Context: an optimization exercise on an open-source flow, tuned for small area. The choices shown serve that exercise and are no tape-out recipe. At most, simulation tests tie the RTL to the original design; equivalence was not proved. The RTL of runs 1 and 2 was laid out without a check of its function. Power is estimated from default activity; no workload was simulated.

--- design/flow/config.mk ---
export PLATFORM = sky130hd
export DESIGN_NAME = riscv_core
export DESIGN_NICKNAME = riscv_core
export VERILOG_FILES = /design/flow/design.v
export SDC_FILE = /design/flow/constraint.sdc
export NUM_CORES = 8
export LEC_CHECK = 0
export CAP_MARGIN = 0
export CORE_MARGIN = 2
export CORE_UTILIZATION = 50
export CTS_BUF_LIST = sky130_fd_sc_hd__clkbuf_16
export CTS_CLUSTER_DIAMETER = 80
export CTS_CLUSTER_SIZE = 30
export PLACE_DENSITY = 0.6
export SETUP_SLACK_MARGIN = 0
export SLEW_MARGIN = 0
export SYNTH_HIERARCHICAL = 1
--- design/flow/constraint.sdc ---
create_clock -name core_clock -period 16.0 [get_ports {clk}]
set_input_delay 3.2000 -clock core_clock [delete_from_list [all_inputs] [get_ports {clk}]]
set_output_delay 3.2000 -clock core_clock [all_outputs]
set_load 0.01 [all_outputs]
--- design/flow/design.v ---
module mux2n(input logic a0, input logic a1, input logic s, output logic y);
assign y = ~(s ? a1 : a0);
endmodule
module alu(
    input  logic [31:0] a,
    input  logic [31:0] b,
    input  logic        sub,
    input  logic [2:0]  f3,
    input  logic        arith,
    output logic [31:0] sum,
    output logic [31:0] res
);
logic [31:0] bx, p, g;
logic [32:0] c;
logic [7:0]  G, P;
assign bx = b ^ {32{sub}};
assign p = a ^ bx;
assign g = a & bx;
assign c[0] = sub;
for (genvar j = 0; j < 8; j++) begin : grp
    localparam int B = 4 * j;
    assign G[j] = g[B+3] | p[B+3] & (g[B+2] | p[B+2] & (g[B+1] | p[B+1] & g[B]));
    assign P[j] = p[B+3] & p[B+2] & p[B+1] & p[B];
    assign c[B+1] = g[B] | p[B] & c[B];
    assign c[B+2] = g[B+1] | p[B+1] & c[B+1];
    assign c[B+3] = g[B+2] | p[B+2] & c[B+2];
    assign c[B+4] = G[j] | P[j] & c[B];
end
assign sum = p ^ c[31:0];
logic slt, sltu;
assign sltu = !c[32];
assign slt  = (a[31] ^ b[31]) ? a[31] : sum[31];
logic left, fill;
assign left = !f3[2];
assign fill = arith && !left && a[31];
logic [31:0] d [0:5];
for (genvar k = 0; k < 32; k++) begin : rev
    mux2n m (.a0(a[k]), .a1(a[31 - k]), .s(left), .y(d[0][k]));
end
for (genvar j = 0; j < 5; j++) begin : st
    logic fp;
    assign fp = (j % 2 == 0) ? !fill : fill;    
    for (genvar k = 0; k < 32; k++) begin : b_
        if (k + (1 << j) < 32) begin : in_
            mux2n m (.a0(d[j][k]), .a1(d[j][k + (1 << j)]), .s(b[j]), .y(d[j+1][k]));
        end else begin : fl
            mux2n m (.a0(d[j][k]), .a1(fp), .s(b[j]), .y(d[j+1][k]));
        end
    end
end
logic [31:0] shr, shl;
assign shr = d[5];
always_comb for (int k = 0; k < 32; k++) shl[k] = shr[31 - k];
logic c_sum, c_shl, c_shr, c_p, c_g;
assign c_sum = f3 == 3'b000;
assign c_shl = f3 == 3'b001;
assign c_shr = f3 == 3'b101;
assign c_p   = f3 == 3'b100 || f3 == 3'b110;
assign c_g   = f3 == 3'b110 || f3 == 3'b111;
assign res = ({32{c_sum}} & sum) | ({32{c_shl}} & shl) | ({32{c_shr}} & shr) |
             ({32{c_p}} & p) | ({32{c_g}} & g) |
             {31'd0, (f3 == 3'b010 && slt) || (f3 == 3'b011 && sltu)};
endmodule
module ao222n(
    input  logic a0, b0, a1, b1, a2, b2,
    output logic y
);
assign y = ~((a0 & b0) | (a1 & b1) | (a2 & b2));
endmodule
module ao22n(
    input  logic a0, b0, a1, b1,
    output logic y
);
assign y = ~((a0 & b0) | (a1 & b1));
endmodule
module nand4m(
    input  logic a, b, c, d,
    output logic y
);
assign y = ~(a & b & c & d);
endmodule
module nand3m(
    input  logic a, b, c,
    output logic y
);
assign y = ~(a & b & c);
endmodule
module nand2m(
    input  logic a, b,
    output logic y
);
assign y = ~(a & b);
endmodule
module or4m(
    input  logic a, b, c, d,
    output logic y
);
assign y = a | b | c | d;
endmodule
module rf_read_tree(
    input  logic [10:0] n,
    input  logic        e,
    output logic        y
);
logic t0, t1, t2;
nand4m m0 (.a(n[0]), .b(n[1]), .c(n[2]), .d(n[3]), .y(t0));
nand4m m1 (.a(n[4]), .b(n[5]), .c(n[6]), .d(n[7]), .y(t1));
nand3m m2 (.a(n[8]), .b(n[9]), .c(n[10]), .y(t2));
or4m   m3 (.a(t0), .b(t1), .c(t2), .d(e), .y(y));
endmodule
module rf_read_bit_a(
    input  logic [31:0] d,
    input  logic [31:0] s,
    input  logic        e,
    output logic        y
);
logic [10:0] n;
for (genvar i = 0; i < 10; i++) begin : g
    ao222n m (.a0(d[3*i]), .b0(s[3*i]), .a1(d[3*i+1]), .b1(s[3*i+1]),
              .a2(d[3*i+2]), .b2(s[3*i+2]), .y(n[i]));
end
ao22n m10 (.a0(d[30]), .b0(s[30]), .a1(d[31]), .b1(s[31]), .y(n[10]));
rf_read_tree t (.n(n), .e(e), .y(y));
endmodule
module rf_read_bit_b(
    input  logic [31:1] d,
    input  logic [31:1] s,
    input  logic        e,
    output logic        y
);
logic [10:0] n;
for (genvar i = 0; i < 10; i++) begin : g
    ao222n m (.a0(d[3*i+1]), .b0(s[3*i+1]), .a1(d[3*i+2]), .b1(s[3*i+2]),
              .a2(d[3*i+3]), .b2(s[3*i+3]), .y(n[i]));
end
nand2m m10 (.a(d[31]), .b(s[31]), .y(n[10]));
rf_read_tree t (.n(n), .e(e), .y(y));
endmodule
module pc_inc(
    input  logic [31:1] pc,
    output logic [31:1] pc4
);
logic [31:2] c;
assign c[2] = 1'b1;
for (genvar i = 2; i < 32; i++) begin : g
    assign pc4[i] = pc[i] ^ c[i];
    if (i < 31) begin : g_c
        assign c[i + 1] = pc[i] & c[i];
    end
end
assign pc4[1] = pc[1];
endmodule
module riscv_core(
    input  logic        clk,
    input  logic        reset,           
    output logic [31:0] imem_addr,
    input  logic [31:0] imem_rdata,
    output logic [31:0] dmem_addr,
    output logic        dmem_re,
    input  logic [31:0] dmem_rdata,
    output logic        dmem_we,
    output logic [31:0] dmem_wdata,
    output logic        wb_en,
    output logic [4:0]  wb_addr,
    output logic [31:0] wb_data
);
logic [31:0] ins;
assign ins = imem_rdata;
logic [2:0] f3;
logic [4:0] rs1, rs2, rd;
assign f3  = ins[14:12];
assign rs1 = ins[19:15];
assign rs2 = ins[24:20];
assign rd  = ins[11:7];
logic is_r, is_i, is_ld, is_st, is_jal;
assign is_r   = ins[6:0] == 7'b0110011;
assign is_i   = ins[6:0] == 7'b0010011;
assign is_ld  = ins[6:0] == 7'b0000011;
assign is_st  = ins[6:0] == 7'b0100011;
assign is_jal = ins[6:0] == 7'b1101111;
logic [31:1] pc, pc4;
logic [31:0] sum;
pc_inc inc (.pc(pc), .pc4(pc4));
always_ff @(posedge clk or posedge reset) begin
    if (reset) pc <= '0;
    else       pc <= is_jal ? sum[31:1] : pc4;
end
assign imem_addr = {pc, 1'b0};
logic [31:0] rf [1:31];
logic [31:1] vld;
logic [31:1] wsel;
always_comb begin
    for (int i = 1; i < 32; i++) wsel[i] = wb_en && (rd == i);
end
always_ff @(posedge clk) begin
    for (int i = 1; i < 32; i++)
        if (wsel[i]) rf[i] <= wb_data;
end
always_ff @(posedge clk or posedge reset) begin
    if (reset) vld <= '0;
    else       vld <= vld | wsel;
end
logic [31:0] sa;
logic [31:1] sb, ua, ub;
always_comb begin
    sa[0] = is_jal;
    for (int i = 1; i < 32; i++) begin
        sa[i] = !is_jal && rs1 == i && vld[i];
        ua[i] = !is_jal && rs1 == i && !vld[i];
        sb[i] = rs2 == i && vld[i];
        ub[i] = rs2 == i && !vld[i];
    end
end
logic [31:0] ea, eb;
assign ea = {{27{ua[5]}}, ua[4] | ua[5] | ua[7], 1'b0, ua[2] | ua[7], ua[1] | ua[2], ua[2]};
assign eb = {{27{ub[5]}}, ub[4] | ub[5] | ub[7], 1'b0, ub[2] | ub[7], ub[1] | ub[2], ub[2]};
logic [31:0] ra, rb;
for (genvar k = 0; k < 32; k++) begin : g_rd
    logic [31:1] col;
    for (genvar j = 1; j < 32; j++) begin : g_col
        assign col[j] = rf[j][k];
    end
    rf_read_bit_a rda (.d({col, imem_addr[k]}), .s(sa), .e(ea[k]), .y(ra[k]));
    rf_read_bit_b rdb (.d(col), .s(sb), .e(eb[k]), .y(rb[k]));
end
logic [31:0] opb;
assign opb = is_r   ? rb :
             is_st  ? {{20{ins[31]}}, ins[31:25], ins[11:7]} :
             is_jal ? {{12{ins[31]}}, ins[19:12], ins[20], ins[30:21], 1'b0} :
                      {{20{ins[31]}}, ins[31:20]};
logic sub;
assign sub = ins[4] && ((f3 == 3'b000 && ins[30] && ins[5]) || f3[2:1] == 2'b01);
logic [31:0] alu_res;
alu alu_i (.a(ra), .b(opb), .sub(sub), .f3(f3), .arith(ins[30]), .sum(sum), .res(alu_res));
assign dmem_addr  = sum;
assign dmem_re    = is_ld;
assign dmem_we    = is_st && (sum != 32'd0) && !f3[2] && !(f3[1] && f3[0]);
assign dmem_wdata = {rb[31:16] & {16{f3[1]}}, rb[15:8] & {8{f3[1] | f3[0]}}, rb[7:0]};
logic [31:0] ld;
logic        ld_sign;
assign ld_sign = !f3[2] && (f3[0] ? dmem_rdata[15] : dmem_rdata[7]);
assign ld = f3[1] ? dmem_rdata :
            f3[0] ? {{16{ld_sign}}, dmem_rdata[15:0]} :
                    {{24{ld_sign}}, dmem_rdata[7:0]};
assign wb_addr = rd;
assign wb_en   = (rd != 5'd0) &&
                 (is_r || is_i || is_jal ||
                  (is_ld && !(f3[1] && f3[0]) && !(f3[2] && f3[1])));
assign wb_data = is_ld  ? ld :
                 is_jal ? {pc4, 1'b0} :
                          alu_res;
endmodule
--- design/flow/run.sh ---
#!/bin/bash
# synth_recipe.tcl (not shown) runs the flow's synth.tcl, then flattens the netlist and writes it again
# the make line also repeats each setting of config.mk as NAME=value (left out here)
make -C /OpenROAD-flow-scripts/flow DESIGN_CONFIG=/design/flow/config.mk WORK_HOME=/design/flow/orfs CLKGATE_MAP_FILE= SYNTH_SCRIPT=/design/flow/synth_recipe.tcl finish
==> metrics.csv, run 1 <==
metric,value,unit
status,timing/DRC/antenna clean,
detailroute.wirelength.met3,34.7,mm
max-vdd-ir-drop,105,uV
simple_logic_cell_fraction_of_the_synthesized_area,8.35,%
critPathRequiredTime,12800,ps
tightest_slew,1370,ps
htreeDepth,2,
met1_length,76.7,mm
clk_path_buf_depth,3,
synth-warning-count,10,
initial_utilization,50.2,%
r2r_slack,7340,ps
worst-setup-path-type,in2out,
die-height,315,um
period_share,98.8,%
syn-mean-instance-area,15.1,um2
setup_violations,0,
number_of_nets_in_the_layout,3719,
drt_iter0_drc,10100,
cts_root_buffer,clkbuf_16,
netlist_area,48300,um2
drt_pre_antenna_iters,17,
core_region_area,96300,um2
rsz0062_at_grt,no,
final_common_cell,edfxtp_1,
die_width,315,um
post_synth_num_cell_types,69,
maximum_number_of_pins_on_one_net_before_global_route_repair,66,
drc,0,
synth_fa_ha_area_share,2.53,%
areaGrowthSynthToFinish,14.3,%
synth_top_family_by_area,compound AO/OA/AOI/OAI gates,
hold_viol_final,0,
compound_gate_fraction_of_synth_area,17.9,%
globalRoute.totalOverflow,0,
reg2regPathDepth,25,
timing.max_cap.violations,0,
place.gp.congestion,1.05,
setup_ws,187,ps
rr_startpoint,vld[22]$_DFF_PP0_,
type_of_element_launching_the_critical_path,input port,
number_of_global_route_vias_before_repair,36400,
worst_slew_margin_rel,8.69,%
vias,39300,
synth_xor_area_share,0.761,%
worst_ep_arrival_time,12610,ps
globalRouteTotalUtil,40.6,%
tns,0,ps
placement.cell_area,53600,um2
post_synthesis_cells,3198,
crit_buf_inv,2,
critical_path.top_delay_family,simple AND/OR/NAND/NOR gates,
synth_seq_cells,1054,
worst_setup_path_end_kind,primary output,
postCtsSetupBuffers,0,
crit_path_max_incr_delay,1180,ps
dieArea,99200,um2
leakage,19.4,nW
grt_first_pass_wirelength,284,mm
dr_wl_met2,85.6,mm
postLayoutCoreUtil,57.4,%
antenna_left,0,
synth_edf_count,992,
postLayoutCellArea,55200,um2
cts_tree,done,
crit_path_max_fanout,32,
period_minus_slack,15810,ps
fmax,63.2,MHz
antenna_found_initial,22,
cts_num_sinks,1054,
vias_per_cell,8.04,
dp_worst_setup_slack,588,ps
most-common-layout-cells,"edfxtp_1, a222oi_1, nand2_1",
hold_path_startpoint,vld[19]$_DFF_PP0_,
synth_ff_type,edfxtp_1,
routed.top_layer,met5,
synth_async_sr_flop_share,5.88,%
fill_cells,7611,
min_to,vld[19]$_DFF_PP0_,
std_cell_rows,114,
numPortBuffers,200,
avgRoutedWirePerCell,42.3,um
routed_wire_length,206,mm
synth_sequential_area_ratio,64.8,%
holdPathStages,1,
power_density,97.8,nW/um2
hp-class,reg2reg,
ioPinCount,202,
hold_buffers,0,
dp_hpwl,149,mm
clock_insertion_delay_worst_skew,720,ps
synth_mux_area_share,4.47,%
cts_repair_resize_count,0,
timing.clock.skew,51.5,ps
number_of_buffers_added_by_the_clock_tree_synthesis_step,49,
critPathSlowestCell,and3_1,
cts.reportedPaths.clkPinSlew,110,ps
drive_gt1_share,12.5,%
finalMaxSlewViolations,0,
rr_endpoint,rf[10][0]$_DFFE_PP_,
==> through the flow <==
step,instances,power [mW],hold WS (ps)
final,4880,5.40,507
after global routing,4873,5.53,533
after CTS,4873,5.39,512
after detailed placement,4795,3.85,486
after global placement,4795,3.84,488
after floorplan,3201,3.49,433
==> modules after synthesis (local to each module, per instance), excerpt <==
module	copies in the design	cells inside
or4m	64	1
nand2m	32	1
pc_inc	1	31
ao222n	640	1
nand4m	128	1
ao22n	32	1
nand3m	64	1
alu	1	335
mux2n	192	1
riscv_core	1	1680
==> where the power goes <==
part / leakage [nW] / internal [mW] / switching [mW]
clock network: 0.806 / 0.642 / 0.942
logic: 8.66 / 0.233 / 0.446
registers: 9.93 / 3.09 / 0.0482
==> how the worst max path moves through the flow <==
stage                        start           to  slack (ps)  cells past startpoint
finish              imem_rdata[20]   wb_data[0]         190                     27
CTS                 imem_rdata[20]   wb_data[0]         580                     27
floorplan            imem_rdata[2]  wb_data[19]         640                     21
global placement     imem_rdata[4]   wb_data[0]         580                     27
global route        imem_rdata[20]   wb_data[0]         0.8                     27
detailed placement  imem_rdata[20]   wb_data[0]         590                     27
==> cells by family after synthesis <==
family	Yosys count
AO/OA/AOI/OAI	912
other	1
AND/OR/NAND/NOR	769
XOR/XNOR	42
multiplexers	215
flip-flops	1054
buffers and inverters	121
adder cells (fa/ha/maj)	84
==> cell type report <==
class	count	area [um2]	share of cell area [%]
inverter	21	81.3	0.147
tap	1276	1600	2.89
timing repair buffer	418	3720	6.74
clock inverter	28	395	0.716
antenna	7	17.5	0.0317
multi-input combinational	2026	16800	30.5
sequential	1054	31300	56.7
clock buffer	50	1250	2.26
==> worst register-to-register path: cells and delay by family (launching register included) <==
kind	cells	cell delay [ps]
buffers and inverters	1	390
AOI/OAI and AO/OA	8	2050
and+or+nand+nor	9	3000
adders and majority gates	5	1900
DFF	1	430
xor gates and xnor gates	2	550
==> sequential cells by signal (all words and copies together), names as in the netlist <==
name / cells
vld: 31
pc: 31
rf: 992
==> Yosys cell counts, types with 18 or more instances <==
| cell type | count | area, um2 |
|---|---|---|
| o21ai_0 | 23 | 115 |
| a222oi_1 | 643 | 6440 |
| nor2_1 | 36 | 135 |
| buf_2 | 19 | 95.1 |
| nand3_1 | 76 | 380 |
| clkbuf_1 | 50 | 188 |
| fa_1 | 23 | 460 |
| nand2_1 | 265 | 995 |
| inv_1 | 18 | 67.6 |
| mux2i_1 | 208 | 2080 |
| or4_1 | 65 | 488 |
| edfxtp_1 | 992 | 29800 |
| and2_1 | 32 | 200 |
| nor2b_1 | 20 | 125 |
| a22oi_1 | 44 | 330 |
| a31o_2 | 27 | 236 |
| and3_1 | 66 | 413 |
| a22oi_2 | 32 | 400 |
| a21oi_1 | 22 | 110 |
| ha_1 | 60 | 751 |
| nand4_1 | 133 | 832 |
| o211ai_1 | 19 | 143 |
| dfrtp_1 | 62 | 1550 |
| nor3_1 | 37 | 185 |
| xor2_1 | 42 | 368 |
==> metal layers <==
layer	up-vias	track usage, %
li1	15300	-
met1	19600	56.9
met2	3800	57.4
met3	554	15.8
met4	16	14.5
met5	-	0.145
==> inputs of run 2 (changes only) <==
==> design/flow/flow/run.sh (new file) <==
#!/bin/bash
# The standard layout (standard.sh), with two changes: the port buffers are
# the smallest buffer cell, and clock tree synthesis adds no dummy loads.
set -euo pipefail
export BUFFER_PORTS_ARGS="-buffer_cell sky130_fd_sc_hd__buf_1"
export CTS_ARGS="-sink_clustering_enable -repair_clock_nets -dont_use_dummy_load -buf_list sky130_fd_sc_hd__clkbuf_16 -sink_clustering_size 30 -sink_clustering_max_diameter 80"
bash standard.sh > standard.log 2>&1
==> design/flow/standard.sh (new file) <==
#!/bin/bash
# synth_recipe.tcl (not shown) runs the flow's synth.tcl, then flattens the netlist and writes it again
# the make line also repeats each setting of config.mk as NAME=value (left out here)
make -C /OpenROAD-flow-scripts/flow DESIGN_CONFIG=/design/flow/config.mk WORK_HOME=/design/flow/orfs CLKGATE_MAP_FILE= SYNTH_SCRIPT=/design/flow/synth_recipe.tcl "${@:-finish}"
removed: design/flow/run.sh
==> metrics.csv, run 2 <==
metric,value,unit,change
status,timing/DRC/antenna clean,,
drt_pre_antenna_iters,15,,-2
drc,0,,unchanged
vias_per_cell,8.03,,-0.24%
clock_insertion_delay_worst_skew,720,ps,about the same
holdPathStages,1,,unchanged
synth_top_cells_by_area,"edfxtp_1, a222oi_1, mux2i_1",,
vias,38700,,-1.4%
r2r_slack,6820,ps,-520 ps
synth_seq_cells,1054,,unchanged
rr_endpoint,rf[11][0]$_DFFE_PP_,,
synth_fa_ha_area_share,2.53,%,unchanged
die-height,315,um,unchanged
synth_xor_area_share,0.761,%,unchanged
hold_buffers,0,,unchanged
antenna_found_initial,19,,-14%
final_common_cell,edfxtp_1,,
period_share,96.9,%,-2.0 points
min_to,vld[25]$_DFF_PP0_,,
postLayoutCoreUtil,55.4,%,-2.0 points
simple_logic_cell_fraction_of_the_synthesized_area,8.35,%,unchanged
dp_worst_setup_slack,980,ps,+392 ps
period_minus_slack,15500,ps,-315 ps
yosysTopAreaCellShare,61.6,%,unchanged
drt_iter0_drc,9668,,-4.4%
areaGrowthSynthToFinish,10.3,%,
number_of_global_route_vias_before_repair,36200,,-0.53%
finalMaxSlewViolations,0,,unchanged
timing.max_cap.violations,0,,unchanged
worst-setup-path-type,in2out,,
initial_utilization,50.2,%,unchanged
place.gp.congestion,1.01,,-3.8%
reg2regPathDepth,26,,+4.0%
postCtsSetupBuffers,0,,unchanged
synth_edf_count,992,,unchanged
postLayoutCellArea,53300,um2,-3.5%
post_synthesis_cells,3198,,unchanged
maximum_number_of_pins_on_one_net_before_global_route_repair,63,,-4.5%
top_regs,"rf: 992 flops, pc: 31 flops, vld: 31 flops",,
most-common-layout-cells,"edfxtp_1, a222oi_1, nand2_1",,
setup_violations,0,,unchanged
share_seq_of_total_power,61.4,%,+3.3 points
number_of_buffers_added_by_the_clock_tree_synthesis_step,49,,unchanged
flip_flop_count_of_the_largest_register_after_layout,992,,unchanged
intPower,3.80,mW,-4.2%
drive_gt1_share,11.4,%,-1.1 points
layoutNonFillerInstCount,4822,,-1.2%
power_density,96.2,nW/um2,-1.6%
rr_startpoint,vld[10]$_DFF_PP0_,,
power_frac_comb,11.7,%,-0.9 points
power.share.clock,26.9,%,-2.4 points
std_cell_rows,114,,unchanged
synth_mux_area_share,4.47,%,unchanged
setup_ws,501,ps,+315 ps
critPathRequiredTime,12800,ps,about the same
cts.reportedPaths.clkPinSlew,80,ps,-30 ps
compound_gate_fraction_of_synth_area,17.9,%,unchanged
worst_slew_margin_rel,6.24,%,-2.4 points
hp-class,reg2reg,,
yosys-top-cells-count,"edfxtp_1, a222oi_1, nand2_1",,
worst_ep_arrival_time,12300,ps,-310 ps
globalRouteTotalUtil,40.5,%,-0.079 points
timing.clock.skew,114,ps,+62.3 ps
grt_first_pass_wirelength,283,mm,-0.41%
hold_viol_final,0,,unchanged
power.net_switching,1.33,mW,-7.4%
dp_hpwl,148,mm,-0.58%
numPortBuffers,200,,unchanged
synth_async_sr_flop_share,5.88,%,unchanged
cts_num_sinks,1054,,unchanged
fmax,64.5,MHz,+2.0%
post-synth-top-area-cell,edfxtp_1,,
cts_tree,done,,
crit_path_max_incr_delay,740,ps,-440 ps
routed_wire_length,205,mm,-0.66%
critPathSlowestCell,or4_1,,
synth-warning-count,10,,unchanged
number_of_nets_in_the_layout,3690,,-0.78%
ioPinCount,202,,unchanged
placement.cell_area,52000,um2,-2.9%
synth_sequential_area_ratio,64.8,%,unchanged
antenna_left,0,,unchanged
post_synth_num_cell_types,69,,unchanged
avgRoutedWirePerCell,42.5,um,+0.54%
syn-mean-instance-area,15.1,um2,unchanged
crit_path_max_fanout,19,,-41%
synth_top_family_by_area,compound AO/OA/AOI/OAI gates,,
worst_setup_path_end_kind,primary output,,
rsz0062_at_grt,no,,
synth_ff_type,edfxtp_1,,
registers.top_by_ff_count,rf,,
crit_buf_inv,3,,+1
die_width,315,um,unchanged
cts_repair_resize_count,0,,unchanged
globalRoute.totalOverflow,0,,unchanged
type_of_element_launching_the_critical_path,input port,,
tightest_slew,1400,ps,+32.3 ps
p_sw_share,25.9,%,-0.67 points
dieArea,99200,um2,unchanged
max-vdd-ir-drop,112,uV,+6.4%
hold_path_startpoint,vld[25]$_DFF_PP0_,,
critical_path.top_delay_family,simple AND/OR/NAND/NOR gates,,
leakage,18.5,nW,-4.5%
htreeDepth,2,,unchanged
place.detailed.instances,4765,,-0.63%
tns,0,ps,unchanged
cts_root_buffer,clkbuf_16,,
core_region_area,96300,um2,unchanged
netlist_area,48300,um2,unchanged
synth.most_common_cell,edfxtp_1,,
clk_path_buf_depth,3,,unchanged
==> run 2: worst max path at each step <==
stage	start	to	slack, ps	depth (start not counted)
finish	imem_rdata[20]	wb_data[0]	500	28
global placement	imem_rdata[20]	wb_data[0]	910	28
global route	imem_rdata[20]	wb_data[0]	370	28
floorplan	imem_rdata[2]	wb_data[19]	640	21
detailed placement	imem_rdata[20]	wb_data[0]	980	28
CTS	imem_rdata[20]	wb_data[0]	970	28
==> run 2: through the flow <==
stage | power [mW] | hold slack (ps)
after floorplan | 3.49 | 433
after global placement | 3.77 | 471
after detailed placement | 3.78 | 485
after CTS | 5.12 | 502
after global routing | 5.25 | 518
final | 5.13 | 501
==> run 2: kinds of logic (layout without fill, tap and decap cells) <==
logic type,Yosys count,in the layout
buffers and inverters,121,459
DFF,1054,1054
other,1,11
xor gates and xnor gates,42,42
AOI/OAI and AO/OA,912,912
adders and majority gates,84,84
and+or+nand+nor,769,769
muxes,215,215
==> run 2: worst register-to-register path, delay by kind of cell (launching register included) <==
family / cells / cell delay, ps
fa+ha+maj: 5 / 1860
flops: 1 / 460
simple gates: 9 / 3400
compound gates: 8 / 1840
buf+inv: 2 / 820
xor+xnor: 2 / 520
==> run 2: metal layers <==
metal	GRT usage [%]	vias to the layer above	routed length [um]
li1	-	15200	-
met1	56.9	19500	77200
met2	58.7	3502	86700
met3	13.6	453	31700
met4	14.7	10	9180
met5	0	-	69
==> run 2: cell type report <==
cell class	count	area, um2
diodes	7	17.5
clock buffers	49	1230
fillers	7873	43000
inverters	21	81.3
multi-input cells	2026	16900
flip-flops and latches	1054	31300
well taps	1276	1600
repair buffers	389	2190
==> run 2: Yosys stat by module, one instance, submodules excluded, excerpt <==
module      flip-flops and latches  copies in the design  area, um2  cells
nand4m                           0                   128       6.26      1
ao22n                            0                    32       12.5      1
pc_inc                           0                     1        370     31
riscv_core                    1054                     1      34800   1680
alu                              0                     1       2700    335
ao222n                           0                   640       10.0      1
or4m                             0                    64       7.51      1
mux2n                            0                   192       10.0      1
nand3m                           0                    64       5.00      1
==> run 2: power by group through the flow <==
stage | clock, mW | sequential, mW | combinational (mW)
2_1_floorplan | 0 | 3.19 | 0.301
3_3_place_gp | 0 | 3.21 | 0.564
3_5_place_dp | 0 | 3.21 | 0.578
4_1_cts | 1.39 | 3.15 | 0.578
5_1_grt | 1.48 | 3.15 | 0.628
6_report | 1.38 | 3.15 | 0.599
==> inputs of run 3 (changes only) <==
--- a/design/flow/design.v
+++ b/design/flow/design.v
@@ -7,5 +7,8 @@
     input  logic        sub,
     input  logic [2:0]  f3,
-    input  logic        arith,
+    input  logic        arith,     
+    input  logic        c_sum, c_shl, c_shr, c_p, c_g, c_slt, c_sltu, c_ld, c_pc,
+    input  logic [31:0] ld,        
+    input  logic [31:0] pc4,       
     output logic [31:0] sum,
     output logic [31:0] res
@@ -52,13 +55,7 @@
 assign shr = d[5];
 always_comb for (int k = 0; k < 32; k++) shl[k] = shr[31 - k];
-logic c_sum, c_shl, c_shr, c_p, c_g;
-assign c_sum = f3 == 3'b000;
-assign c_shl = f3 == 3'b001;
-assign c_shr = f3 == 3'b101;
-assign c_p   = f3 == 3'b100 || f3 == 3'b110;
-assign c_g   = f3 == 3'b110 || f3 == 3'b111;
 assign res = ({32{c_sum}} & sum) | ({32{c_shl}} & shl) | ({32{c_shr}} & shr) |
-             ({32{c_p}} & p) | ({32{c_g}} & g) |
-             {31'd0, (f3 == 3'b010 && slt) || (f3 == 3'b011 && sltu)};
+             ({32{c_p}} & p) | ({32{c_g}} & g) | ({32{c_ld}} & ld) | ({32{c_pc}} & pc4) |
+             {31'd0, (c_slt && slt) || (c_sltu && sltu)};
 endmodule
 module ao222n(
@@ -97,4 +94,10 @@
 );
 assign y = a | b | c | d;
+endmodule
+module or3m(
+    input  logic a, b, c,
+    output logic y
+);
+assign y = a | b | c;
 endmodule
 module rf_read_tree(
@@ -109,4 +112,14 @@
 or4m   m3 (.a(t0), .b(t1), .c(t2), .d(e), .y(y));
 endmodule
+module rf_read_tree3(
+    input  logic [10:0] n,
+    output logic        y
+);
+logic t0, t1, t2;
+nand4m m0 (.a(n[0]), .b(n[1]), .c(n[2]), .d(n[3]), .y(t0));
+nand4m m1 (.a(n[4]), .b(n[5]), .c(n[6]), .d(n[7]), .y(t1));
+nand3m m2 (.a(n[8]), .b(n[9]), .c(n[10]), .y(t2));
+or3m   m3 (.a(t0), .b(t1), .c(t2), .y(y));
+endmodule
 module rf_read_bit_a(
     input  logic [31:0] d,
@@ -120,6 +133,6 @@
               .a2(d[3*i+2]), .b2(s[3*i+2]), .y(n[i]));
 end
-ao22n m10 (.a0(d[30]), .b0(s[30]), .a1(d[31]), .b1(s[31]), .y(n[10]));
-rf_read_tree t (.n(n), .e(e), .y(y));
+ao222n m10 (.a0(d[30]), .b0(s[30]), .a1(d[31]), .b1(s[31]), .a2(e), .b2(e), .y(n[10]));
+rf_read_tree3 t (.n(n), .y(y));
 endmodule
 module rf_read_bit_b(
@@ -204,8 +217,8 @@
 logic [31:1] sb, ua, ub;
 always_comb begin
-    sa[0] = is_jal;
+    sa[0] = ins[2];
     for (int i = 1; i < 32; i++) begin
-        sa[i] = !is_jal && rs1 == i && vld[i];
-        ua[i] = !is_jal && rs1 == i && !vld[i];
+        sa[i] = !ins[2] && rs1 == i && vld[i];
+        ua[i] = !ins[2] && rs1 == i && !vld[i];
         sb[i] = rs2 == i && vld[i];
         ub[i] = rs2 == i && !vld[i];
@@ -225,17 +238,29 @@
 end
 logic [31:0] opb;
-assign opb = is_r   ? rb :
-             is_st  ? {{20{ins[31]}}, ins[31:25], ins[11:7]} :
-             is_jal ? {{12{ins[31]}}, ins[19:12], ins[20], ins[30:21], 1'b0} :
-                      {{20{ins[31]}}, ins[31:20]};
+assign opb = ins[2]            ? {{12{ins[31]}}, ins[19:12], ins[20], ins[30:21], 1'b0} :
+             !ins[5]           ? {{20{ins[31]}}, ins[31:20]} :
+             ins[4]            ? rb :
+                                 {{20{ins[31]}}, ins[31:25], ins[11:7]};
 logic sub;
 assign sub = ins[4] && ((f3 == 3'b000 && ins[30] && ins[5]) || f3[2:1] == 2'b01);
-logic [31:0] alu_res;
-alu alu_i (.a(ra), .b(opb), .sub(sub), .f3(f3), .arith(ins[30]), .sum(sum), .res(alu_res));
+logic c_sum, c_shl, c_shr, c_p, c_g, c_slt, c_sltu, c_ld, c_pc;
+assign c_sum  = ins[4] && f3 == 3'b000;
+assign c_shl  = ins[4] && f3 == 3'b001;
+assign c_slt  = ins[4] && f3 == 3'b010;
+assign c_sltu = ins[4] && f3 == 3'b011;
+assign c_shr  = ins[4] && f3 == 3'b101;
+assign c_p    = ins[4] && (f3 == 3'b100 || f3 == 3'b110);
+assign c_g    = ins[4] && (f3 == 3'b110 || f3 == 3'b111);
+assign c_ld   = !ins[4] && !ins[2];
+assign c_pc   = !ins[4] && ins[2];
+logic [31:0] ld;
+alu alu_i (.a(ra), .b(opb), .sub(sub), .f3(f3), .arith(ins[30]),
+           .c_sum(c_sum), .c_shl(c_shl), .c_shr(c_shr), .c_p(c_p), .c_g(c_g),
+           .c_slt(c_slt), .c_sltu(c_sltu), .c_ld(c_ld), .c_pc(c_pc),
+           .ld(ld), .pc4({pc4, 1'b0}), .sum(sum), .res(wb_data));
 assign dmem_addr  = sum;
 assign dmem_re    = is_ld;
 assign dmem_we    = is_st && (sum != 32'd0) && !f3[2] && !(f3[1] && f3[0]);
 assign dmem_wdata = {rb[31:16] & {16{f3[1]}}, rb[15:8] & {8{f3[1] | f3[0]}}, rb[7:0]};
-logic [31:0] ld;
 logic        ld_sign;
 assign ld_sign = !f3[2] && (f3[0] ? dmem_rdata[15] : dmem_rdata[7]);
@@ -247,6 +272,3 @@
                  (is_r || is_i || is_jal ||
                   (is_ld && !(f3[1] && f3[0]) && !(f3[2] && f3[1])));
-assign wb_data = is_ld  ? ld :
-                 is_jal ? {pc4, 1'b0} :
-                          alu_res;
-endmodule
+endmodule
==> design/flow/run.sh (new file) <==
#!/bin/bash
# synth_recipe.tcl (not shown) runs the flow's synth.tcl, then flattens the netlist and writes it again
# the make line also repeats each setting of config.mk as NAME=value (left out here)
make -C /OpenROAD-flow-scripts/flow DESIGN_CONFIG=/design/flow/config.mk WORK_HOME=/design/flow/orfs CLKGATE_MAP_FILE= SYNTH_SCRIPT=/design/flow/synth_recipe.tcl finish
--- a/design/flow/config.mk
+++ b/design/flow/config.mk
@@ -13,5 +13,5 @@
 export CTS_CLUSTER_SIZE = 30
 export PLACE_DENSITY = 0.6
-export SETUP_SLACK_MARGIN = 0
+export SETUP_SLACK_MARGIN = 0.2
 export SLEW_MARGIN = 0
 export SYNTH_HIERARCHICAL = 1
removed: design/flow/flow/run.sh
removed: design/flow/standard.sh
==> metrics.csv, run 3 <==
metric,value,unit,change
power_density,109,nW/um2,+14%
critPathSlowestCell,clkdlybuf4s50_1,,
number_of_nets_in_the_layout,3509,,-4.9%
fmax,63.4,MHz,-1.7%
cts_repair_resize_count,0,,unchanged
placement.cell_area,52400,um2,+0.75%
finalMaxSlewViolations,0,,unchanged
synth_ff_type,edfxtp_1,,
core_region_area,94700,um2,-1.6%
max-vdd-ir-drop,125,uV,+12%
number_of_buffers_added_by_the_clock_tree_synthesis_step,50,,+2.0%
dp_hpwl,143,mm,-3.5%
leakage,18.7,nW,+0.97%
antenna_left,0,,unchanged
tns,0,ps,unchanged
synth_edf_count,992,,unchanged
numPortBuffers,200,,unchanged
capturing_element_of_the_worst_setup_path,wb_data[0],,
rr_startpoint,vld[4]$_DFF_PP0_,,
critPathRequiredTime,12800,ps,about the same
rr_endpoint,rf[10][0]$_DFFE_PP_,,
setup.worst_path.start,imem_rdata[20],,
setup_violations,0,,unchanged
worst_ep_arrival_time,12570,ps,+270 ps
synth_async_sr_flop_share,5.88,%,unchanged
tightest_slew,1410,ps,+3.90 ps
netlist_area,47700,um2,-1.3%
period_minus_slack,15770,ps,+269 ps
dieArea,97900,um2,-1.3%
worst_slew_margin_rel,5.88,%,-0.36 points
die-height,313,um,-0.65%
drive_gt1_share,11.3,%,-0.032 points
fill_cells,7440,,-5.5%
synth_seq_cells,1054,,unchanged
top_regs,"rf: 992 flops, pc: 31 flops, vld: 31 flops",,
hold_buffers,0,,unchanged
post-synth-top-area-cell,edfxtp_1,,
cts.reportedPaths.clkPinSlew,100,ps,+20 ps
hp-class,reg2reg,,
timing.clock.skew,44.9,ps,-68.8 ps
crit_buf_inv,2,,-1
grt-busiest-layer,met2,,
place.gp.congestion,1.03,,+2.0%
cts_tree,done,,
postLayoutCoreUtil,57.2,%,+1.8 points
synth-warning-count,10,,unchanged
grt_first_pass_wirelength,283,mm,-0.24%
critical_path.top_delay_family,compound AO/OA/AOI/OAI gates,,
yosys-top-cells-count,"edfxtp_1, a222oi_1, mux2i_1",,
reg2regPathDepth,23,,-12%
crit_path_max_fanout,26,,+7
vias_per_cell,8.25,,+2.9%
maximum_number_of_pins_on_one_net_before_global_route_repair,63,,unchanged
period_share,98.5,%,+1.7 points
cts_num_sinks,1054,,unchanged
initial_utilization,50.4,%,+0.15 points
postLayoutCellArea,54200,um2,+1.6%
place.detailed.instances,4573,,-4.0%
drt_iter0_drc,10900,,+13%
drt_pre_antenna_iters,17,,+2
globalRouteTotalUtil,40.5,%,about the same
worst_setup_path_end_kind,primary output,,
areaGrowthSynthToFinish,13.5,%,
hold_worst_slack,505,ps,+4.14 ps
clk_path_buf_depth,3,,unchanged
synth_sequential_area_ratio,65.7,%,+0.86 points
flip_flop_count_of_the_largest_register_after_layout,992,,unchanged
timing.max_cap.violations,0,,unchanged
drc,0,,unchanged
post_synthesis_cells,3031,,-5.2%
registers.top_by_ff_count,rf,,
std_cell_rows,113,,-0.88%
synth.most_common_cell,edfxtp_1,,
met1_usage,55.8,%,-1.1 points
final_common_cell,edfxtp_1,,
cts_root_buffer,clkbuf_16,,
vias,38500,,-0.60%
crit_path_max_incr_delay,950,ps,+210 ps
type_of_element_launching_the_critical_path,input port,,
post_synth_num_cell_types,64,,-7.2%
synth_top_cells_by_area,"edfxtp_1, a222oi_1, mux2i_1",,
hold_viol_final,0,,unchanged
groute.layer.met2.usage,58.3,%,-0.42 points
ioPinCount,202,,unchanged
routed_wire_length,205,mm,about the same
critical-path-top-cell-by-count,fa_1,,
timing.critical_path.depth,25,,-11%
avgRoutedWirePerCell,43.9,um,+3.4%
syn-mean-instance-area,15.7,um2,+4.1%
yosysTopAreaCellShare,62.4,%,+0.82 points
rsz0062_at_grt,no,,
postCtsSetupBuffers,0,,unchanged
r2r_slack,7590,ps,+770 ps
clock_insertion_delay_worst_skew,680,ps,-40 ps
htreeDepth,2,,unchanged
die_width,313,um,-0.65%
met3_usage_in_global_routing,17.9,%,+4.3 points
worst-setup-path-type,in2out,,
globalRoute.totalOverflow,0,,unchanged
number_of_global_route_vias_before_repair,35400,,-2.3%
status,timing/DRC/antenna clean,,
most-common-layout-cells,"edfxtp_1, a222oi_1, mux2i_1, clkdlybuf4s50_1, buf_4",,
layoutNonFillerInstCount,4660,,-3.4%
antenna_found_initial,20,,+1
## run 3: changes by cell type in the layout (fill, tap and decap cells not counted), moves of 35 or more
cell | previous run | this run
buf_4 | 187 | 152
clkdlybuf4s50_1 | 0 | 198
a222oi_1 | 643 | 695
nand2_1 | 265 | 106
buf_1 | 198 | 0
## run 3: power by group
part,total [mW],switching (mW),internal (mW)
Sequential,3.23,0.0600,3.17
Clock,1.59,0.942,0.643
Combinational,1.10,0.734,0.370
Total,5.92,1.74,4.18
## run 3: worst reg2reg max path, delay by kind of cell, from the launching register on
kind,cells,cell delay [ps]
multiplexers,1,350
AO/OA/AOI/OAI,7,2060
adder cells (fa/ha/maj),4,1500
flip-flops,1,480
buffers and inverters,2,860
AND/OR/NAND/NOR,7,2310
XOR/XNOR,2,660
## run 3: per-module statistics from Yosys (local to each module, per instance), excerpt
module | cell area (um2) | times used | flip-flops and latches | cells
alu | 2690 | 1 | 0 | 327
ao222n | 10.0 | 672 | 0 | 1
nand2m | 3.75 | 32 | 0 | 1
nand3m | 5.00 | 64 | 0 | 1
or3m | 6.26 | 32 | 0 | 1
or4m | 7.51 | 32 | 0 | 1
pc_inc | 370 | 1 | 0 | 31
## run 3: cells by family after synthesis
family | Yosys count | synth area share, %
flip-flops | 1054 | 65.7
AO/OA/AOI/OAI | 892 | 17.5
AND/OR/NAND/NOR | 622 | 7.39
multiplexers | 236 | 5.05
buffers and inverters | 101 | 1.00
adder cells (fa/ha/maj) | 83 | 2.54
XOR/XNOR | 42 | 0.771
other | 1 | 0.00786
## run 3: final cells by class
class | instances | area (um2) | share of cell area [%]
Sequential cell | 1054 | 31300 | 57.9
Multi-Input combinational cell | 1881 | 16200 | 29.9
Timing Repair Buffer | 358 | 3250 | 6.01
Tap cell | 1265 | 1580 | 2.92
Clock buffer | 53 | 1330 | 2.45
Clock inverter | 29 | 374 | 0.691
Inverter | 15 | 56.3 | 0.104
Antenna cell | 5 | 12.5 | 0.0231
## run 3: per-layer routing
metal,wire (um),up-vias
met5,217,-
met4,7940,18
met3,37100,484
met2,86600,4029
met1,72900,19100
li1,-,14800
## run 3: through the flow
stage	total power, mW	worst slack, ps
after global placement	4.33	424
after CTS	5.87	425
final	5.92	232
after floorplan	3.75	419
after detailed placement	4.34	452
after global routing	6.04	259
## run 3: how the worst min path moves through the flow
stage | from | end | cells past startpoint
after floorplan | vld[10]$_DFF_PP0_ | vld[10]$_DFF_PP0_ | 1
after global routing | vld[27]$_DFF_PP0_ | vld[27]$_DFF_PP0_ | 1
after detailed placement | vld[31]$_DFF_PP0_ | vld[31]$_DFF_PP0_ | 1
after global placement | vld[11]$_DFF_PP0_ | vld[11]$_DFF_PP0_ | 1
after CTS | vld[31]$_DFF_PP0_ | vld[31]$_DFF_PP0_ | 1
final | vld[27]$_DFF_PP0_ | vld[27]$_DFF_PP0_ | 1
==> inputs of run 4 (changes only) <==
==> design/flow/flow/run.sh (new file) <==
#!/bin/bash
# The standard layout (standard.sh), with these changes: the port buffers are
# the smallest buffer cell, clock tree synthesis uses large sink clusters and
# adds no dummy loads, and after global routing the resizer downsizes gates
# off the critical paths (RECOVER_POWER).
set -euo pipefail
export BUFFER_PORTS_ARGS="-buffer_cell sky130_fd_sc_hd__buf_1"
export CTS_ARGS="-sink_clustering_enable -repair_clock_nets -dont_use_dummy_load -buf_list sky130_fd_sc_hd__clkbuf_16 -sink_clustering_size 30 -sink_clustering_max_diameter 80"
export RECOVER_POWER=100
bash standard.sh > standard.log 2>&1
==> design/flow/standard.sh (new file) <==
#!/bin/bash
# synth_recipe.tcl (not shown) runs the flow's synth.tcl, then flattens the netlist and writes it again
# the make line also repeats each setting of config.mk as NAME=value (left out here)
make -C /OpenROAD-flow-scripts/flow DESIGN_CONFIG=/design/flow/config.mk WORK_HOME=/design/flow/orfs CLKGATE_MAP_FILE= SYNTH_SCRIPT=/design/flow/synth_recipe.tcl "${@:-finish}"
--- a/design/flow/config.mk
+++ b/design/flow/config.mk
@@ -9,7 +9,4 @@
 export CORE_MARGIN = 2
 export CORE_UTILIZATION = 50
-export CTS_BUF_LIST = sky130_fd_sc_hd__clkbuf_16
-export CTS_CLUSTER_DIAMETER = 80
-export CTS_CLUSTER_SIZE = 30
 export PLACE_DENSITY = 0.6
 export SETUP_SLACK_MARGIN = 0.2
removed: design/flow/run.sh
==> metrics.csv, run 4 <==
metric,value,unit,change
routed.top_layer,met5,,
std_cell_rows,113,,unchanged
setup_ws,542,ps,+309 ps
drc,0,,unchanged
most-common-layout-cells,"edfxtp_1, a222oi_1, mux2i_1",,
globalRoute.totalOverflow,0,,unchanged
worst_slew_margin_rel,-212,%,-220 points
period_minus_slack,15460,ps,-309 ps
post_synthesis_cells,3031,,unchanged
intPower,3.98,mW,-4.7%
drive_gt1_share,7.67,%,-3.7 points
clock_insertion_delay_worst_skew,710,ps,+30 ps
avgRoutedWirePerCell,44.8,um,+1.9%
power_density,108,nW/um2,-0.74%
share_seq_of_total_power,57.4,%,+2.8 points
power.net_switching,1.64,mW,-5.5%
synth_sequential_area_ratio,65.7,%,unchanged
finalMaxSlewViolations,1676,,+1676
detailroute.wirelength.met3,36.9,mm,-0.62%
ioPinCount,202,,unchanged
top_regs,"rf: 992 flops, pc: 31 flops, vld: 31 flops",,
grt_first_pass_wirelength,282,mm,about the same
setup_violations,0,,unchanged
cts_num_sinks,1054,,unchanged
synth_seq_cells,1054,,unchanged
number_of_global_route_vias_before_repair,35700,,+0.94%
type_of_element_launching_the_critical_path,input port,,
power_frac_comb,17.5,%,-1.1 points
period_share,96.6,%,-1.9 points
htreeDepth,2,,unchanged
areaGrowthSynthToFinish,8.74,%,
registers.top_by_ff_count,rf,,
post_synth_num_cell_types,64,,unchanged
hold_buffers,0,,unchanged
crit_path_max_fanout,33,,+27%
place.gp.congestion,1.06,,+2.8%
dp_hpwl,139,mm,-2.7%
fill_cells,7728,,+3.9%
tightest_slew,4670,ps,+3270 ps
drt_iter0_drc,10700,,-1.3%
vias,38200,,-0.60%
power.share.clock,25.1,%,-1.7 points
syn-mean-instance-area,15.7,um2,unchanged
number_of_buffers_added_by_the_clock_tree_synthesis_step,50,,unchanged
tns,0,ps,unchanged
rsz0062_at_grt,no,,
leakage,17.6,nW,-6.0%
max-vdd-ir-drop,123,uV,-1.4%
dieArea,97900,um2,unchanged
synth.most_common_cell,edfxtp_1,,
drt_pre_antenna_iters,14,,-3
synth_top_cells_by_area,"edfxtp_1, a222oi_1, mux2i_1",,
clk_path_buf_depth,3,,unchanged
globalRouteTotalUtil,40.8,%,+0.32 points
hp-class,reg2reg,,
antenna_left,0,,unchanged
core_region_area,94700,um2,unchanged
met1_length,76.4,mm,+4.9%
vias_per_cell,8.30,,+0.52%
numPortBuffers,200,,unchanged
final_common_cell,edfxtp_1,,
dp_worst_setup_slack,1650,ps,+1200 ps
fmax,64.7,MHz,+2.0%
status,failed layout checks,,
postLayoutCoreUtil,54.8,%,-2.4 points
hold_viol_final,0,,unchanged
initial_utilization,50.4,%,unchanged
antenna_found_initial,25,,+25%
layoutNonFillerInstCount,4608,,-1.1%
finalPower,5.63,mW,-4.9%
routed_wire_length,206,mm,+0.77%
p_sw_share,29.2,%,-0.18 points
cts_root_buffer,clkbuf_16,,
timing.max_cap.violations,51,,+51
yosys-top-cells-count,"edfxtp_1, a222oi_1, mux2i_1",,
synth_async_sr_flop_share,5.88,%,unchanged
die_width,313,um,unchanged
synth-warning-count,10,,unchanged
worst_ep_arrival_time,12260,ps,-310 ps
dr_wl_met2,85.2,mm,-1.6%
timing.clock.skew,94.1,ps,+49.1 ps
post-synth-top-area-cell,edfxtp_1,,
cts_tree,done,,
yosysTopAreaCellShare,62.4,%,unchanged
netlist_area,47700,um2,unchanged
placement.cell_area,51000,um2,-2.7%
flip_flop_count_of_the_largest_register_after_layout,992,,unchanged
violations,"capacitance limit, slew limit",,
die-height,313,um,unchanged
hold_worst_slack,479,ps,-26.0 ps
synth_edf_count,992,,unchanged
place.detailed.instances,4552,,-0.46%
worst_setup_path_end_kind,primary output,,
postCtsSetupBuffers,0,,unchanged
worst-setup-path-type,in2out,,
synth_ff_type,edfxtp_1,,
maximum_number_of_pins_on_one_net_before_global_route_repair,63,,unchanged
cts.reportedPaths.clkPinSlew,70,ps,-30 ps
cts_repair_resize_count,0,,unchanged
critPathRequiredTime,12800,ps,about the same
number_of_nets_in_the_layout,3488,,-0.60%
postLayoutCellArea,51900,um2,-4.2%
==> run 4: cell counts after synthesis <==
No cell type changed its count.
==> run 4: power by group through the flow <==
stage / Sequential (mW) / Combinational (mW) / Clock [mW]
floorplan: 3.27 / 0.483 / 0
CTS: 3.22 / 0.956 / 1.41
detailed placement: 3.28 / 0.954 / 0
global route: 3.23 / 1.02 / 1.49
global placement: 3.28 / 0.936 / 0
finish: 3.23 / 0.986 / 1.41
==> run 4: worst paths after layout <==
kind | from | end | slack [ps] | depth (start not counted)
worst min register to register | vld[26]$_DFF_PP0_ | vld[26]$_DFF_PP0_ | 480 | 1
max in group asynchronous | reset | pc[25]$_DFF_PP0_ | 8990 | 3
worst min-delay path | vld[26]$_DFF_PP0_ | vld[26]$_DFF_PP0_ | 480 | 1
min in group asynchronous | reset | vld[27]$_DFF_PP0_ | 4340 | 3
worst max register to register | vld[21]$_DFF_PP0_ | rf[10][0]$_DFFE_PP_ | 6900 | 22
worst max-delay path | imem_rdata[23] | wb_data[1] | 540 | 18
==> run 4: critical path, stage by stage <==
cell      delay (ps)
clkbuf_1         250
nor2b_1          960
and3_2           950
a222oi_1         290
nand3_1          410
or4_1            190
mux2i_1           70
a211oi_1         540
clkbuf_1        1840
mux2i_1          460
mux2i_1          170
mux2i_1          440
mux2i_1          210
mux2i_1          380
a222oi_1         200
nand3_1          160
clkbuf_1        1230
buf_1            230
==> run 4: cell families (layout without fill, tap and decap cells) <==
| group | count (synthesis) | in the layout | synth area share [%] |
|---|---|---|---|
| buffers and inverters | 101 | 402 | 1.00 |
| adder cells (fa/ha/maj) | 83 | 83 | 2.54 |
| AO/OA/AOI/OAI | 892 | 892 | 17.5 |
| AND/OR/NAND/NOR | 622 | 622 | 7.39 |
| other | 1 | 12 | 0.00786 |
| XOR/XNOR | 42 | 42 | 0.771 |
| multiplexers | 236 | 236 | 5.05 |
| flip-flops | 1054 | 1054 | 65.7 |
==> run 4: area by class of cell <==
type	instances	area (um2)	area share [%]
clock buffer	50	1250	2.41
timing repair buffer	337	1580	3.04
sequential	1054	31300	60.4
multi-input combinational	1881	16100	30.9
tap	1265	1580	3.05
antenna	6	15.0	0.0289
inverter	15	56.3	0.109
==> run 4: modules after synthesis, one instance, submodules excluded, a selection <==
| module | cells inside | cell area, um2 | flip-flops and latches | times used |
|---|---|---|---|---|
| riscv_core | 1521 | 34300 | 1054 | 1 |
| alu | 327 | 2690 | 0 | 1 |
| pc_inc | 31 | 370 | 0 | 1 |
| ao222n | 1 | 10.0 | 0 | 672 |
| mux2n | 1 | 10.0 | 0 | 192 |
| or4m | 1 | 7.51 | 0 | 32 |
| nand4m | 1 | 6.26 | 0 | 128 |
| or3m | 1 | 6.26 | 0 | 32 |
| nand3m | 1 | 5.00 | 0 | 64 |
| nand2m | 1 | 3.75 | 0 | 32 |
==> run 4: per-layer routing <==
layer  vias to the layer above  global-route usage, %
met5                         -                   1.98
met4                        12                   11.8
met3                       478                   15.9
met2                      3918                   57.7
met1                     19100                   58.3
li1                      14700                      -
==> inputs of run 5 (changes only) <==
==> design/flow/flow/run.sh (replaced) <==
#!/bin/bash
# The standard layout (standard.sh) with two changes, made through the
# ORFS variables it reads: the port buffers are the smallest buffer cell
# (buf_1), and clock tree synthesis uses clusters of up to 30 sinks and adds
# no dummy loads. The full make output goes to standard.log; ORFS writes each
# step's log under orfs/logs/.
set -euo pipefail
export BUFFER_PORTS_ARGS="-buffer_cell sky130_fd_sc_hd__buf_1"
export CTS_ARGS="-sink_clustering_enable -repair_clock_nets -dont_use_dummy_load -buf_list sky130_fd_sc_hd__clkbuf_16 -sink_clustering_size 30 -sink_clustering_max_diameter 80"
bash standard.sh > standard.log 2>&1
==> metrics.csv, run 5 <==
metric,value,unit,change
status,timing/DRC/antenna clean,,
rr_endpoint,rf[1][27]$_DFFE_PP_,,
postCtsSetupBuffers,0,,unchanged
synth_sequential_area_ratio,65.7,%,unchanged
capturing_element_of_the_worst_setup_path,wb_data[27],,
fill_cells,7647,,-1.0%
max-vdd-ir-drop,126,uV,+2.3%
power.net_switching,1.65,mW,+0.36%
hold_buffers,0,,unchanged
dieArea,97900,um2,unchanged
number_of_buffers_added_by_the_clock_tree_synthesis_step,50,,unchanged
timing.max_cap.violations,0,,-100%
holdPathStages,1,,unchanged
post_synth_num_cell_types,64,,unchanged
netlist_area,47700,um2,unchanged
syn-mean-instance-area,15.7,um2,unchanged
numPortBuffers,200,,unchanged
die-height,313,um,unchanged
antenna_left,0,,unchanged
rr_startpoint,vld[22]$_DFF_PP0_,,
finalMaxSlewViolations,0,,-100%
type_of_element_launching_the_critical_path,input port,,
place.gp.congestion,1.06,,unchanged
std_cell_rows,113,,unchanged
tns,0,ps,unchanged
cts_num_sinks,1054,,unchanged
cts_repair_resize_count,0,,unchanged
ioPinCount,202,,unchanged
hp-class,reg2reg,,
drt_iter0_drc,10800,,+0.89%
drt_pre_antenna_iters,14,,unchanged
grt_first_pass_wirelength,282,mm,unchanged
period_minus_slack,14920,ps,-542 ps
synth_ff_type,edfxtp_1,,
leakage,17.9,nW,+1.7%
drc,0,,unchanged
synth-warning-count,10,,unchanged
dp_hpwl,139,mm,unchanged
critPathRequiredTime,12800,ps,about the same
clock_insertion_delay_worst_skew,720,ps,about the same
crit_path_max_incr_delay,940,ps,-900 ps
vias,38300,,+0.29%
post_synthesis_cells,3031,,unchanged
globalRoute.totalOverflow,0,,unchanged
synth_async_sr_flop_share,5.88,%,unchanged
initial_utilization,50.4,%,unchanged
finalPower,5.63,mW,+0.13%
worst_setup_path_end_kind,primary output,,
share_seq_of_total_power,57.2,%,-0.2 points
critical_path.cell_chain,buf_1 > nor3b_1 > and3_1 > buf_4 > a222oi_1 > nand4_1 > or4_1 > a31oi_1 > o21ai_0 > xor2_1 > ha_1 > nand2_1 > o21ai_0 > or3_1 > o21bai_1 > o21bai_1 > fa_1 > fa_1 > fa_1 > xor2_1 > nand2_1 > nand4_1 > buf_1,,
yosys-top-cells-count,"edfxtp_1, a222oi_1, mux2i_1",,
cts_root_buffer,clkbuf_16,,
clk_path_buf_depth,3,,unchanged
post-synth-top-area-cell,edfxtp_1,,
htreeDepth,2,,unchanged
p_sw_share,29.2,%,+0.067 points
flip_flop_count_of_the_largest_register_after_layout,992,,unchanged
tightest_slew,1340,ps,-3340 ps
setup_violations,0,,unchanged
cts.reportedPaths.clkPinSlew,70,ps,about the same
timing.clock.skew,95.7,ps,+1.57 ps
ff_latch_area,31300,um2,unchanged
synth_seq_cells,1054,,unchanged
globalRouteTotalUtil,40.8,%,unchanged
yosysTopAreaCellShare,62.4,%,unchanged
worst-setup-path-type,in2out,,
synth_edf_count,992,,unchanged
worst_ep_arrival_time,11720,ps,-540 ps
critical-path-top-cell-by-count,fa_1,,
drive_gt1_share,10.5,%,+2.8 points
critPathSlowestCell,nand4_1,,
routed_wire_length,207,mm,+0.16%
reg2regPathDepth,21,,-4.5%
rsz0062_at_grt,no,,
avgRoutedWirePerCell,44.8,um,about the same
top_regs,"rf: 992 flops, pc: 31 flops, vld: 31 flops",,
setup.worst_path.start,imem_rdata[20],,
hold_viol_final,0,,unchanged
cts_tree,done,,
maximum_number_of_pins_on_one_net_before_global_route_repair,63,,unchanged
antenna_found_initial,26,,+4.0%
die_width,313,um,unchanged
period_share,93.2,%,-3.4 points
crit_path_max_fanout,24,,-27%
vias_per_cell,8.32,,+0.22%
worst_slew_margin_rel,10.6,%,+220 points
power_frac_comb,17.7,%,+0.2 points
intPower,3.99,mW,about the same
areaGrowthSynthToFinish,9.59,%,
core_region_area,94700,um2,unchanged
r2r_slack,7730,ps,+830 ps
hold_path_startpoint,vld[25]$_DFF_PP0_,,
synth_top_cells_by_area,"edfxtp_1, a222oi_1, mux2i_1",,
final_common_cell,edfxtp_1,,
most-common-layout-cells,"edfxtp_1, a222oi_1, mux2i_1",,
power.share.clock,25.1,%,about the same
number_of_nets_in_the_layout,3488,,unchanged
registers.top_by_ff_count,rf,,
power_density,108,nW/um2,-0.64%
number_of_global_route_vias_before_repair,35700,,unchanged
fmax,67.0,MHz,+3.6%
synth.most_common_cell,edfxtp_1,,
multi_input_area,16200,um2,+1.1%
## run 5: cell counts after synthesis
No cell type changed its count.
## run 5: cell type report
type / instances / area share, %
Sequential cell: 1054 / 59.9
Clock buffer: 50 / 2.39
Inverter: 15 / 0.108
Antenna cell: 9 / 0.0431
Timing Repair Buffer: 337 / 3.46
Multi-Input combinational cell: 1881 / 31.0
Tap cell: 1265 / 3.03
## run 5: metal layers
layer  GRT usage, %  share of wire [%]  wire (um)
met5           1.98               0.14        280
met3           15.9                 18      37400
met4           11.8                3.7       7550
met1           58.3                 37      76000
met2           57.7                 41      85500
## run 5: power by group through the flow
| stage | Combinational (mW) | Clock (mW) | Sequential [mW] |
|---|---|---|---|
| floorplan | 0.483 | 0 | 3.27 |
| global placement | 0.936 | 0 | 3.28 |
| detailed placement | 0.954 | 0 | 3.28 |
| CTS | 0.956 | 1.41 | 3.22 |
| global route | 1.03 | 1.49 | 3.22 |
| finish | 1.00 | 1.41 | 3.22 |
## run 5: cells by family (layout without fill, tap and decap cells)
kind of cell	after synthesis	count (layout)	share of synthesized area [%]
AND/OR/NAND/NOR	622	622	7.39
adder cells (fa/ha/maj)	83	83	2.54
multiplexers	236	236	5.05
other	1	15	0.00786
buffers and inverters	101	402	1.00
flip-flops	1054	1054	65.7
AO/OA/AOI/OAI	892	892	17.5
XOR/XNOR	42	42	0.771
## run 5: modules after synthesis (local to each module, per instance), excerpt
| module | flip-flops and latches | cells | cell area, um2 |
|---|---|---|---|
| alu | 0 | 327 | 2690 |
| ao222n | 0 | 1 | 10.0 |
| mux2n | 0 | 1 | 10.0 |
| nand2m | 0 | 1 | 3.75 |
| nand3m | 0 | 1 | 5.00 |
| nand4m | 0 | 1 | 6.26 |
| or3m | 0 | 1 | 6.26 |
| or4m | 0 | 1 | 7.51 |
| pc_inc | 0 | 31 | 370 |
| riscv_core | 1054 | 1521 | 34300 |
## run 5: worst min path at each step
stage                     slack, ps           endpoint
after detailed placement        460  vld[27]$_DFF_PP0_
after global routing            510  vld[26]$_DFF_PP0_
after CTS                       480  vld[25]$_DFF_PP0_
final                           480  vld[25]$_DFF_PP0_
after global placement          460  vld[21]$_DFF_PP0_
after floorplan                 450  vld[10]$_DFF_PP0_
## run 5: critical path, delay by kind of cell
family,cells,cell delay (ps)
AND/OR/NAND/NOR,8,3350
AO/OA/AOI/OAI,6,1320
buffers and inverters,3,1600
XOR/XNOR,2,590
adder cells (fa/ha/maj),4,1570
## run 5: per-stage QoR
stage          util, %  worst slack, ps  area, um2  hold slack (ps)  instances
6_report          55.2             1080      52300              480       4611
5_1_grt           55.2             1090      52300              507       4604
4_1_cts           55.2             1630      52300              481       4602
3_5_place_dp      53.8             1650      51000              464       4552
3_3_place_gp      53.8             1740      51000              458       4552
2_1_floorplan        -              419      47700              447       3036
==> inputs of run 6 (changes only) <==
==> design/flow/flow/run.sh (replaced) <==
#!/bin/bash
# The standard layout (standard.sh), with these changes: the port buffers are
# the smallest buffer cell; before global placement, the drivers of nets with
# many loads get a stronger cell of the same function (flow/upsize.tcl), so
# fewer buffers are needed; clock tree synthesis uses large sink clusters and
# adds no dummy loads.
set -euo pipefail
export BUFFER_PORTS_ARGS="-buffer_cell sky130_fd_sc_hd__buf_1"
export PRE_GLOBAL_PLACE_TCL="$PWD/flow/upsize.tcl"
export CTS_ARGS="-sink_clustering_enable -repair_clock_nets -dont_use_dummy_load -buf_list sky130_fd_sc_hd__clkbuf_16 -sink_clustering_size 30 -sink_clustering_max_diameter 80"
bash standard.sh > standard.log 2>&1
==> design/flow/flow/upsize.tcl (new file) <==
# Give the drivers of high-fanout nets a stronger cell of the same function,
# so that repair_design need not buffer those nets.
proc my_upsize_fanout_drivers {} {
  set db [ord::get_db]
  set block [ord::get_db_block]
  set n 0
  foreach net [$block getNets] {
    if {[$net getSigType] ne "SIGNAL"} continue
    set drv ""
    set loads 0
    foreach it [$net getITerms] {
      if {[$it isOutputSignal]} { set drv $it } elseif {[$it isInputSignal]} { incr loads }
    }
    if {$drv eq "" || $loads < 12} continue
    set inst [$drv getInst]
    set m [[$inst getMaster] getName]
    if {![regexp {^(sky130_fd_sc_hd__[a-z0-9]+)_([0-9]+)$} $m -> base size]} continue
    if {[string match "*df*" $base] || [string match "*clk*" $base] || [string match "*buf*" $base]} continue
    set want [expr {$loads <= 20 ? 2 : 4}]
    if {$size >= $want} continue
    set nm [$db findMaster "${base}_$want"]
    if {$nm eq "NULL"} continue
    if {[$inst swapMaster $nm]} { incr n }
  }
  puts "my_upsize_fanout_drivers: resized $n drivers"
}
my_upsize_fanout_drivers
==> metrics.csv, run 6 <==
metric,value,unit,change
tns,0,ps,unchanged
drc,0,,unchanged
critical_path.top_delay_family,simple AND/OR/NAND/NOR gates,,
place.gp.congestion,1.03,,-2.4%
netlist_area,47700,um2,unchanged
post_synthesis_cells,3031,,unchanged
worst_setup_path_end_kind,primary output,,
post_synth_num_cell_types,64,,unchanged
synth-warning-count,10,,unchanged
synth.most_common_cell,edfxtp_1,,
htreeDepth,2,,unchanged
crit_buf_inv,3,,unchanged
post-synth-top-area-cell,edfxtp_1,,
cts_root_buffer,clkbuf_16,,
synth_edf_count,992,,unchanged
max-vdd-ir-drop,115,uV,-8.6%
std_cell_rows,113,,unchanged
clock_insertion_delay_worst_skew,730,ps,about the same
rr_startpoint,vld[7]$_DFF_PP0_,,
worst-setup-path-type,in2out,,
top_regs,"rf: 992 flops, pc: 31 flops, vld: 31 flops",,
period_share,92.3,%,-0.89 points
globalRouteTotalUtil,41.8,%,+0.99 points
final_common_cell,edfxtp_1,,
dp_hpwl,135,mm,-3.2%
leakage,17.9,nW,+0.32%
ioPinCount,202,,unchanged
cts_num_sinks,1054,,unchanged
capturing_element_of_the_worst_setup_path,dmem_we,,
number_of_global_route_vias_before_repair,35500,,-0.56%
synth_ff_type,edfxtp_1,,
syn-mean-instance-area,15.7,um2,unchanged
antenna_found_initial,34,,+31%
timing.critical_path.depth,23,,unchanged
reg2regPathDepth,21,,unchanged
number_of_nets_in_the_layout,3420,,-1.9%
fmax,67.7,MHz,+0.96%
worst_slew_margin_rel,7.99,%,-2.6 points
rsz0062_at_grt,no,,
cts_tree,done,,
period_minus_slack,14770,ps,-142 ps
vias,38600,,+0.74%
antenna_left,0,,unchanged
most-common-layout-cells,"edfxtp_1, a222oi_1, mux2i_1",,
drt_iter0_drc,10900,,+0.30%
clk_path_buf_depth,3,,unchanged
hold_worst_slack,513,ps,+33.3 ps
cts.reportedPaths.clkPinSlew,90,ps,+20 ps
synth_top_cells_by_area,"edfxtp_1, a222oi_1, mux2i_1",,
power_density,107,nW/um2,-0.53%
die_width,313,um,unchanged
maximum_number_of_pins_on_one_net_before_global_route_repair,63,,unchanged
registers.top_by_ff_count,rf,,
critical_path.cell_chain,buf_1 > nor3b_1 > and3_4 > a222oi_1 > nand4_1 > or4_1 > a311oi_1 > a21oi_1 > xor2_1 > ha_1 > a211oi_1 > nor2_1 > or3_1 > o21bai_1 > inv_1 > fa_1 > fa_1 > fa_1 > nor4_1 > nand4_1 > nor2_1 > nor4b_1 > buf_1,,
synth_seq_cells,1054,,unchanged
hold_viol_final,0,,unchanged
r2r_slack,7960,ps,+230 ps
routed_wire_length,211,mm,+2.0%
vias_per_cell,8.50,,+2.2%
dieArea,97900,um2,unchanged
numPortBuffers,200,,unchanged
number_of_buffers_added_by_the_clock_tree_synthesis_step,50,,unchanged
initial_utilization,50.4,%,unchanged
synth_async_sr_flop_share,5.88,%,unchanged
critPathRequiredTime,12800,ps,about the same
avgRoutedWirePerCell,46.4,um,+3.5%
finalMaxSlewViolations,0,,unchanged
core_region_area,94700,um2,unchanged
crit_path_max_incr_delay,900,ps,-40 ps
rr_endpoint,rf[16][0]$_DFFE_PP_,,
areaGrowthSynthToFinish,10.4,%,
globalRoute.totalOverflow,0,,unchanged
critPathSlowestCell,or4_1,,
setup_violations,0,,unchanged
grt_first_pass_wirelength,288,mm,+1.8%
worst_ep_arrival_time,11570,ps,-150 ps
postCtsSetupBuffers,0,,unchanged
synth_sequential_area_ratio,65.7,%,unchanged
die-height,313,um,unchanged
flip_flop_count_of_the_largest_register_after_layout,992,,unchanged
yosysTopAreaCellShare,62.4,%,unchanged
timing.max_cap.violations,0,,unchanged
cts_repair_resize_count,0,,unchanged
hold_buffers,0,,unchanged
critical-path-top-cell-by-count,fa_1,,
setup.worst_path.start,imem_rdata[20],,
tightest_slew,1360,ps,+23.8 ps
yosys-top-cells-count,"edfxtp_1, a222oi_1, mux2i_1",,
hp-class,reg2reg,,
drt_pre_antenna_iters,14,,unchanged
timing.clock.skew,137,ps,+41.0 ps
type_of_element_launching_the_critical_path,input port,,
drive_gt1_share,10.6,%,+0.065 points
crit_path_max_fanout,32,,+33%
status,timing/DRC/antenna clean,,
[run 6: cell counts after synthesis]
Identical to the previous run, type by type.
[run 6: worst min-delay path by stage]
stage | from | end | slack [ps] | cells after the start
finish | vld[30]$_DFF_PP0_ | vld[30]$_DFF_PP0_ | 510 | 1
global route | vld[25]$_DFF_PP0_ | vld[25]$_DFF_PP0_ | 540 | 1
CTS | vld[30]$_DFF_PP0_ | vld[30]$_DFF_PP0_ | 510 | 1
detailed placement | vld[30]$_DFF_PP0_ | vld[30]$_DFF_PP0_ | 500 | 1
global placement | vld[26]$_DFF_PP0_ | vld[26]$_DFF_PP0_ | 500 | 1
floorplan | vld[10]$_DFF_PP0_ | vld[10]$_DFF_PP0_ | 450 | 1
[run 6: per-layer routing]
metal  part of all wire (%)  GRT usage (%)  up-vias
met4                    3.6           11.5       32
met1                     36           57.8    19400
met3                     18           17.7      602
met2                     42           60.6     3993
li1                       -              -    14600
met5                   0.16           1.02        -
[run 6: Yosys stat by module, one instance, submodules excluded, a selection]
module | cells inside | cell area (um2) | copies in the design
alu | 327 | 2690 | 1
ao222n | 1 | 10.0 | 672
mux2n | 1 | 10.0 | 192
nand2m | 1 | 3.75 | 32
nand3m | 1 | 5.00 | 64
nand4m | 1 | 6.26 | 128
or3m | 1 | 6.26 | 32
or4m | 1 | 7.51 | 32
pc_inc | 31 | 370 | 1
riscv_core | 1521 | 34300 | 1
[run 6: where the power goes]
part / leakage [nW] / switching, mW / internal, mW
logic: 7.41 / 0.750 / 0.259
clock network: 0.616 / 0.848 / 0.558
registers: 9.88 / 0.0572 / 3.17
total: 17.9 / 1.66 / 3.99
[run 6: layout make-up]
class	instances	area [um2]
fill	7617	42100
sequential	1054	31300
multi-input combinational	1881	17100
tap	1265	1580
timing repair buffer	269	1280
clock buffer	50	1250
inverter	15	61.3
antenna	9	22.5
[run 6: metrics by stage]
step / cell area, um2 / total power, mW / util (%) / setup WS, ps / std cells
global route: 52600 / 5.76 / 55.6 / 1160 / 4535
floorplan: 47700 / 3.75 / - / 419 / 3036
detailed placement: 51400 / 4.25 / 54.2 / 1700 / 4484
finish: 52700 / 5.64 / 55.6 / 1230 / 4543
global placement: 51400 / 4.24 / 54.2 / 1680 / 4484
CTS: 52600 / 5.60 / 55.6 / 1670 / 4534
[run 6: kinds of logic after synthesis]
kind of cell	after synthesis	share of synthesized area (%)
buffers and inverters	101	1.00
adder cells (fa/ha/maj)	83	2.54
flip-flops	1054	65.7
AND/OR/NAND/NOR	622	7.39
multiplexers	236	5.05
AO/OA/AOI/OAI	892	17.5
XOR/XNOR	42	0.771
other	1	0.00786

Re-timed with assumed drivers on the ports (clkbuf_16 on the clock, buf_2 on other inputs), run 6 has 1.173 ns of setup slack against 1.226 ns with ideal ports, and 1.173 ns once port delays also move by the mid clock arrival of 0.744 ns.
